Background: an optimization exercise with open tools, aiming at small area. Do not read the settings as production practice.
In this exercise RTL edits were held to simulation tests only and were not proved equivalent to the original.
Power is estimated from default activity; no workload was simulated.

== v26 ==
==> flow/design.v <==
module physics_core (
   input wire           aclk,
   input wire           aresetn,
   input wire [15:0]    ip_pc_paddle_1_X,
   input wire [15:0]    ip_pc_paddle_1_Y,
   input wire [15:0]    ip_pc_paddle_1_Z,
   input wire           ip_pc_paddle_1_valid,
   input wire [15:0]    ip_pc_paddle_2_X,
   input wire [15:0]    ip_pc_paddle_2_Y,
   input wire [15:0]    ip_pc_paddle_2_Z,
   input wire           ip_pc_paddle_2_valid,
   input wire [15:0]    iBall_X,
   input wire [15:0]    iBall_Y,
   input wire [15:0]    iBall_Z,
   output wire [15:0]   pc_gr_ball_X_p1,
   output wire [15:0]   pc_gr_ball_Y_p1,
   output wire [15:0]   pc_gr_ball_Z_p1,
   output wire [15:0]   pc_gr_paddle_1_X_p1,
   output wire [15:0]   pc_gr_paddle_1_Y_p1,
   output wire [15:0]   pc_gr_paddle_1_Z_p1,
   output wire [15:0]   pc_gr_paddle_2_X_p1,
   output wire [15:0]   pc_gr_paddle_2_Y_p1,
   output wire [15:0]   pc_gr_paddle_2_Z_p1
);
localparam [1:0] S_IDLE = 2'd0, S_HIT1 = 2'd1, S_HIT2 = 2'd2, S_MOVE = 2'd3;
localparam [15:0] GRAVITY = 16'd10;
function [16:0] radd;
   input [15:0] a;
   input [15:0] b;
   input        ci;
   integer i;
   reg c;
   begin
      c = ci;
      for (i = 0; i < 16; i = i + 1) begin
         radd[i] = a[i] ^ b[i] ^ c;
         c = (a[i] & b[i]) | (a[i] & c) | (b[i] & c);
      end
      radd[16] = c;
   end
endfunction
reg [15:0] p1x, p1y, p1z, p2x, p2y, p2z;
reg [15:0] bx, by, bz;
reg [15:0] ux, uy, uz;
reg [1:0]  state;
wire idle    = (state == S_IDLE);
wire hit1_st = (state == S_HIT1);
wire [15:0] nax = ~(hit1_st ? ip_pc_paddle_1_X : bx);
wire [15:0] nay = ~(hit1_st ? ip_pc_paddle_1_Y : by);
wire [15:0] naz = ~(hit1_st ? ip_pc_paddle_1_Z : bz);
wire [16:0] f1x = radd(nax, p1x, 1'b1);
wire [16:0] f1y = radd(nay, p1y, 1'b1);
wire [16:0] f1z = radd(naz, p1z, 1'b1);
wire [16:0] f2x = radd(nax, p2x, 1'b1);
wire [16:0] f2y = radd(nay, p2y, 1'b1);
wire [16:0] d2z = radd({4'h0, naz[15:4]}, {4'h0, p2z[15:4]}, 1'b0);
wire        z2_lo_eq = (p2z[3:0] == bz[3:0]);
wire hit1 = !f1x[16] && (f1x[15:0] >= 16'd65462) &&
            !f1y[16] && (f1y[15:0] >= 16'd65487) &&
            !f1z[16] && (f1z[15:0] == 16'd65520);
wire hit2 = !f2x[16] && (f2x[15:0] >= 16'd65462) &&
            !f2y[16] && (f2y[15:0] >= 16'd65487) &&
             z2_lo_eq && d2z[12] && (d2z[11:0] == 12'd0);
wire gx = !f1x[16];
wire gy = !f1y[16];
wire gz = !f1z[16];
wire [16:0] mx = radd(f1x[15:0], GRAVITY, 1'b0);
wire [16:0] my = radd(f1y[15:0], GRAVITY, 1'b0);
wire [16:0] mz = radd(f1z[15:0], GRAVITY, 1'b0);
wire [16:0] nx = radd(nax, ux, 1'b0);
wire [16:0] ny = radd(nay, uy, 1'b0);
wire [16:0] nz = radd(naz, uz, 1'b0);
wire wall_x = (bx >= 16'd640);
wire wall_y = (by >= 16'd480) || (by == 16'd0);
wire [1:0] next_hit = hit1 ? S_HIT1 : hit2 ? S_HIT2 : S_IDLE;
always @(posedge aclk) begin
   if (!aresetn) begin
      p1x <= 16'd0; p1y <= 16'd0; p1z <= 16'd0;
      p2x <= 16'd0; p2y <= 16'd0; p2z <= 16'd0;
      state <= S_IDLE;
   end else begin
      case (state)
         S_IDLE: begin
            if (ip_pc_paddle_1_valid) begin
               p1x <= ip_pc_paddle_1_X;
               p1y <= ip_pc_paddle_1_Y;
               p1z <= ip_pc_paddle_1_Z;
            end
            if (ip_pc_paddle_2_valid) begin
               p2x <= ip_pc_paddle_2_X;
               p2y <= ip_pc_paddle_2_Y;
               p2z <= ip_pc_paddle_2_Z;
            end
            state <= next_hit;
         end
         S_HIT1: state <= S_MOVE;
         S_HIT2: state <= S_MOVE;
         S_MOVE: state <= next_hit;
      endcase
   end
end
wire move    = (state == S_MOVE);
wire c_load  = aresetn & idle;
wire c_hold  = aresetn & !idle & !move;
wire c_mx    = aresetn & move & !wall_x;              
wire c_my    = aresetn & move & !(!wall_x && wall_y);  
wire c_mz    = aresetn & move;
wire c_wx    = aresetn & move & wall_x;                
wire c_wy    = aresetn & move & !wall_x && wall_y;     
always @(posedge aclk) begin
   bx <= ({16{c_load}} & iBall_X) | ({16{c_mx}} & ~nx[15:0]) | ({16{c_hold}} & bx) | ({16{c_wx}} & 16'd320);
   by <= ({16{c_load}} & iBall_Y) | ({16{c_my}} & ~ny[15:0]) | ({16{c_hold}} & by) | ({16{c_wy}} & 16'd240);
   bz <= ({16{c_load}} & iBall_Z) | ({16{c_mz}} & ~nz[15:0]) | ({16{c_hold}} & bz);
end
wire c_ux = hit1_st & gx;
wire c_uy = hit1_st & gy;
wire c_uz = hit1_st & gz;
always @(posedge aclk) begin
   ux <= ({16{idle}} & GRAVITY) | ({16{c_ux}} & mx[15:0]) | ({16{!idle && !c_ux}} & ux);
   uy <= ({16{idle}} & GRAVITY) | ({16{c_uy}} & my[15:0]) | ({16{!idle && !c_uy}} & uy);
   uz <= ({16{idle}} & GRAVITY) | ({16{c_uz}} & mz[15:0]) | ({16{!idle && !c_uz}} & uz);
end
assign pc_gr_ball_X_p1 = bx;
assign pc_gr_ball_Y_p1 = by;
assign pc_gr_ball_Z_p1 = bz;
assign pc_gr_paddle_1_X_p1 = p1x;
assign pc_gr_paddle_1_Y_p1 = p1y;
assign pc_gr_paddle_1_Z_p1 = p1z;
assign pc_gr_paddle_2_X_p1 = p2x;
assign pc_gr_paddle_2_Y_p1 = p2y;
assign pc_gr_paddle_2_Z_p1 = p2z;
endmodule
clock: 10.0 ns
lec_check: 0
cap_margin: 20
core_margin: 2
core_utilization: 40
slew_margin: 20
standard.sh (not shown) runs the stock make flow with config.mk's settings and CLKGATE_MAP_FILE= SYNTH_SCRIPT=/design/flow/synth_recipe.tcl, a recipe that flattens the netlist after the stock synthesis.
==> flow/flow/run.sh <==
#!/bin/bash
# Own layout flow: ORFS as the standard.sh runs it, with these changes to
# how the layout is made:
#  - synthesis maps logic with an area-oriented ABC script (flow/abc_area.script)
#    instead of ORFS's delay-oriented one;
#  - right after synthesis maps the full adders, flow/fafix.py picks each full
#    adder's polarity to save inverters (a full adder is self-dual);
#    the rest of synthesis is unchanged, so the registers, their names and
#    cells are the standard synthesis's;
#  - the port buffers are the smallest buffer cell;
#  - the clock tree uses small clock buffers; knobs in flow/knobs.sh.
# Each tool's full output goes to the ORFS logs under orfs/logs and to
# make_finish.log here.
set -euo pipefail
here=$(pwd)
rm -rf "$here/scripts_mod"
cp -r "$FLOW_HOME/scripts" "$here/scripts_mod"
cp "$here/flow/abc_area.script" "$here/scripts_mod/abc_speed.script"
python3 - "$here/scripts_mod/synth.tcl" <<'PY'
import sys
p = sys.argv[1]
s = open(p).read()
old = """  opt -fast -purge
  dont_use_after_adder_step"""
new = """  opt -fast -purge
  write_json $::env(RESULTS_DIR)/pre_fafix.json
  exec python3 $::env(FAFIX_PY) $::env(RESULTS_DIR)/pre_fafix.json $::env(RESULTS_DIR)/post_fafix.json $::env(DESIGN_NAME) >@ stdout
  delete $::env(DESIGN_NAME)
  read_json $::env(RESULTS_DIR)/post_fafix.json
  hierarchy -top $::env(DESIGN_NAME)
  opt_clean -purge
  dont_use_after_adder_step"""
assert s.count(old) == 1
open(p, 'w').write(s.replace(old, new))
PY
export FAFIX_PY="$here/flow/fafix.py"
source "$here/flow/knobs.sh"
bash standard.sh SCRIPTS_DIR="$here/scripts_mod" "${KNOBS[@]}" finish > make_finish.log 2>&1
==> flow/flow/knobs.sh <==
KNOBS=(
  "BUFFER_PORTS_ARGS=-buffer_cell sky130_fd_sc_hd__buf_1"
  "CTS_ARGS=-sink_clustering_enable -repair_clock_nets -buf_list sky130_fd_sc_hd__clkbuf_8 -dont_use_dummy_load"
  "CORE_UTILIZATION=75"
  "PLACE_DENSITY=0.8"
  "SLEW_MARGIN=5"
  "CAP_MARGIN=5"
)
Other scripts of this flow, unchanged in this note and not shown: flow/flow/abc_area.script, flow/flow/fafix.py
The final layout from v26, which completed every stage, passed the timing, DRC and antenna checks at the end of the flow.
--- input diff v26..v27 ---
-- flow/flow/knobs.sh --
<<< v26, line 4
  "CORE_UTILIZATION=75"
  "PLACE_DENSITY=0.8"
>>> v27, line 4
  "CORE_UTILIZATION=70"
  "PLACE_DENSITY=0.75"
Findings:
- | fraction of standard cell area that is sequential | v27 vs v26 | ≈ equal |
- Relative to v26, the clock share of power of v27 is higher by 0.2 points.
- Against v26, v27 comes in 4.4 points lower on starting utilization of the core area.

---

== alpha ==
Another version of the RTL of physics_core (not shown whole).
Size in the first run: roughly 1000 cells after synthesis, ~190 flip-flops, ~290 I/O pins, ~0.011 mm2 of cells after synthesis.
// physics_core
module physics_core (
   input wire           aclk,
   input wire           aresetn,
   input wire [15:0]    ip_pc_paddle_1_X,
   input wire [15:0]    ip_pc_paddle_1_Y,
   input wire [15:0]    ip_pc_paddle_1_Z,
   input wire           ip_pc_paddle_1_valid,
   input wire [15:0]    ip_pc_paddle_2_X,
   input wire [15:0]    ip_pc_paddle_2_Y,
   input wire [15:0]    ip_pc_paddle_2_Z,
   input wire           ip_pc_paddle_2_valid,
   input wire [15:0]    iBall_X,
   input wire [15:0]    iBall_Y,
   input wire [15:0]    iBall_Z,
   output wire [15:0]   pc_gr_ball_X_p1,
   output wire [15:0]   pc_gr_ball_Y_p1,
   output wire [15:0]   pc_gr_ball_Z_p1,
   output wire [15:0]   pc_gr_paddle_1_X_p1,
   output wire [15:0]   pc_gr_paddle_1_Y_p1,
   output wire [15:0]   pc_gr_paddle_1_Z_p1,
   output wire [15:0]   pc_gr_paddle_2_X_p1,
   output wire [15:0]   pc_gr_paddle_2_Y_p1,
   output wire [15:0]   pc_gr_paddle_2_Z_p1
);
localparam [1:0] S_IDLE = 2'd0, S_HIT1 = 2'd1, S_HIT2 = 2'd2, S_MOVE = 2'd3;
localparam [15:0] GRAVITY = 16'd10;
function [16:0] radd;
   input [15:0] a;
   input [15:0] b;
   input        ci;
   integer i;
   reg c;
   begin
      c = ci;
      for (i = 0; i < 16; i = i + 1) begin
         radd[i] = a[i] ^ b[i] ^ c;
         c = (a[i] & b[i]) | (a[i] & c) | (b[i] & c);
      end
      radd[16] = c;
   end
endfunction
reg [15:0] p1x, p1y, p1z, p2x, p2y, p2z;
reg [15:0] bx, by, bz;
reg [15:0] ux, uy, uz;
reg [1:0]  state;
wire idle    = (state == S_IDLE);
wire hit1_st = (state == S_HIT1);
  ...
==> flow/config.mk <==
export PLATFORM = sky130hd
export DESIGN_NAME = physics_core
export DESIGN_NICKNAME = physics_core
export VERILOG_FILES = /design/flow/design.v
export SDC_FILE = /design/flow/constraint.sdc
export NUM_CORES = 4
export LEC_CHECK = 0
export CAP_MARGIN = 20
export CORE_MARGIN = 2
export CORE_UTILIZATION = 40
export SLEW_MARGIN = 20
==> flow/constraint.sdc <==
create_clock -name core_clock -period 10.0 [get_ports {aclk}]
set_input_delay 2.0000 -clock core_clock [delete_from_list [all_inputs] [get_ports {aclk}]]
set_output_delay 2.0000 -clock core_clock [all_outputs]
set_load 0.01 [all_outputs]
==> flow/flow/knobs.sh <==
KNOBS=(
  "BUFFER_PORTS_ARGS=-buffer_cell sky130_fd_sc_hd__buf_1"
  "CTS_BUF_LIST=sky130_fd_sc_hd__clkbuf_8"
  "CORE_UTILIZATION=70"
  "PLACE_DENSITY=0.75"
)
Scripts as last shown in full above: flow/flow/run.sh
Other scripts of this flow, unchanged in this note and not shown: flow/flow/abc_area.script, flow/flow/fafix.py
The inputs of beta differ from those of alpha as listed below.
==> flow/flow/knobs.sh <==
KNOBS=(
  "BUFFER_PORTS_ARGS=-buffer_cell sky130_fd_sc_hd__buf_1"
  "CTS_ARGS=-sink_clustering_enable -repair_clock_nets -buf_list sky130_fd_sc_hd__clkbuf_8 -dont_use_dummy_load"
  "CORE_UTILIZATION=70"
  "PLACE_DENSITY=0.75"
  "SLEW_MARGIN=5"
  "CAP_MARGIN=5"
)
Notes after the runs:
beta did not stop at any stage, and its layout met the timing, DRC and antenna checks. Sort alpha and beta by worst clock skew on the final layout asc -> top: alpha. Compared with alpha, in beta count of clock buffers in the final design decreased 3, power in the clock group decreased 30%.
> inputs changed (beta -> gamma)
==> flow/flow/knobs.sh <==
KNOBS=(
  "BUFFER_PORTS_ARGS=-buffer_cell sky130_fd_sc_hd__buf_1"
  "CTS_ARGS=-sink_clustering_enable -repair_clock_nets -buf_list sky130_fd_sc_hd__clkbuf_8 -root_buf sky130_fd_sc_hd__clkbuf_16 -sink_clustering_size 30 -sink_clustering_max_diameter 60 -dont_use_dummy_load"
  "CORE_UTILIZATION=80"
  "PLACE_DENSITY=0.85"
  "SLEW_MARGIN=5"
  "CAP_MARGIN=5"
)
Findings:
- Tool error GRT-0116 stopped gamma during global routing (5_1_grt); no final results.
- Re sequential area share after synthesis: no difference whatsoever between beta and gamma.
- Looking only at post-placement worst setup slack, and setting everything else aside, the lower value of beta and gamma goes to gamma.
- Chip width for gamma: 7.9 um down relative to beta
- What beta reported for weighted congestion reported at the end of routability-driven placement has to be multiplied by 1.06 to get the figure for gamma.
What delta does differently from gamma at the input level:
==> flow/flow/knobs.sh <==
KNOBS=(
  "BUFFER_PORTS_ARGS=-buffer_cell sky130_fd_sc_hd__buf_1"
  "CTS_ARGS=-sink_clustering_enable -repair_clock_nets -buf_list sky130_fd_sc_hd__clkbuf_16 -sink_clustering_size 40 -sink_clustering_max_diameter 100 -dont_use_dummy_load"
  "CORE_UTILIZATION=70"
  "PLACE_DENSITY=0.75"
  "SLEW_MARGIN=5"
  "CAP_MARGIN=5"
)
==> run notes <==
Between gamma and delta, the number of buffers created by CTS figures differ only marginally. For post-place instance area, delta and gamma come out practically identical. Diff gamma -> delta: average cell area after synthesis held steady; number of buffers added to fix hold violations after cts held steady; starting utilization of the core area shrank by 11 points; total of buffers placed on input and output ports held steady; height of the die grew by 6.7%. Looking at the logs for delta and gamma, the single run that did not finish was gamma. Flow for gamma halted at global routing (5_1_grt), error code GRT-0116. Diff delta..gamma | largest buffer count on any clock path | unchanged. Taking gamma as the reference, in delta synthesized-area fraction occupied by and/or/nand/nor cells flat; floorplan row count up 3; pre-CTS worst setup slack up 0.38 ns.

==> static timing again, ports no longer ideal <==
In the flow no input, the clock included, has a driving cell. The finished layouts below were timed again as built, in two steps. Step 1: set_driving_cell puts a clkbuf_16 on aclk and a buf_2 on each other input, an assumption about the parent block. Step 2, shift: input delay + t, output delay - t, t = (earliest + latest rising clock arrival at the registers) / 2. This alone moves slack from input paths to output paths. Slacks: ideal / step 1 / step 2; pairs: ideal / step 1.
| run | t (ns) | setup WS [ns] | worst setup path after step 2 | latest minus earliest clock arrival (ns) | pins driven straight from the clock port |
|---|---|---|---|---|---|
| v26 | 0.501 | 0.324 / 0.340 / -0.161 | input to register | 0.026 / 0.026 | 1 |
| v27 | 0.495 | 0.321 / 0.338 / -0.157 | input to register | 0.024 / 0.024 | 1 |
| alpha | 0.519 | 0.592 / 0.606 / 0.087 | input to register | 0.010 / 0.010 | 1 |
| beta | 0.504 | 0.577 / 0.591 / 0.087 | input to register | 0.024 / 0.025 | 1 |
| delta | 0.477 | 0.494 / 0.513 / 0.036 | input to register | 0.017 / 0.018 | 1 |
With both steps, setup timing fails in v26 and v27, where it was met with ideal ports. For alpha, which loses most, drivers alone change the setup slack by +0.014 ns; drivers and shift together by -0.505 ns.
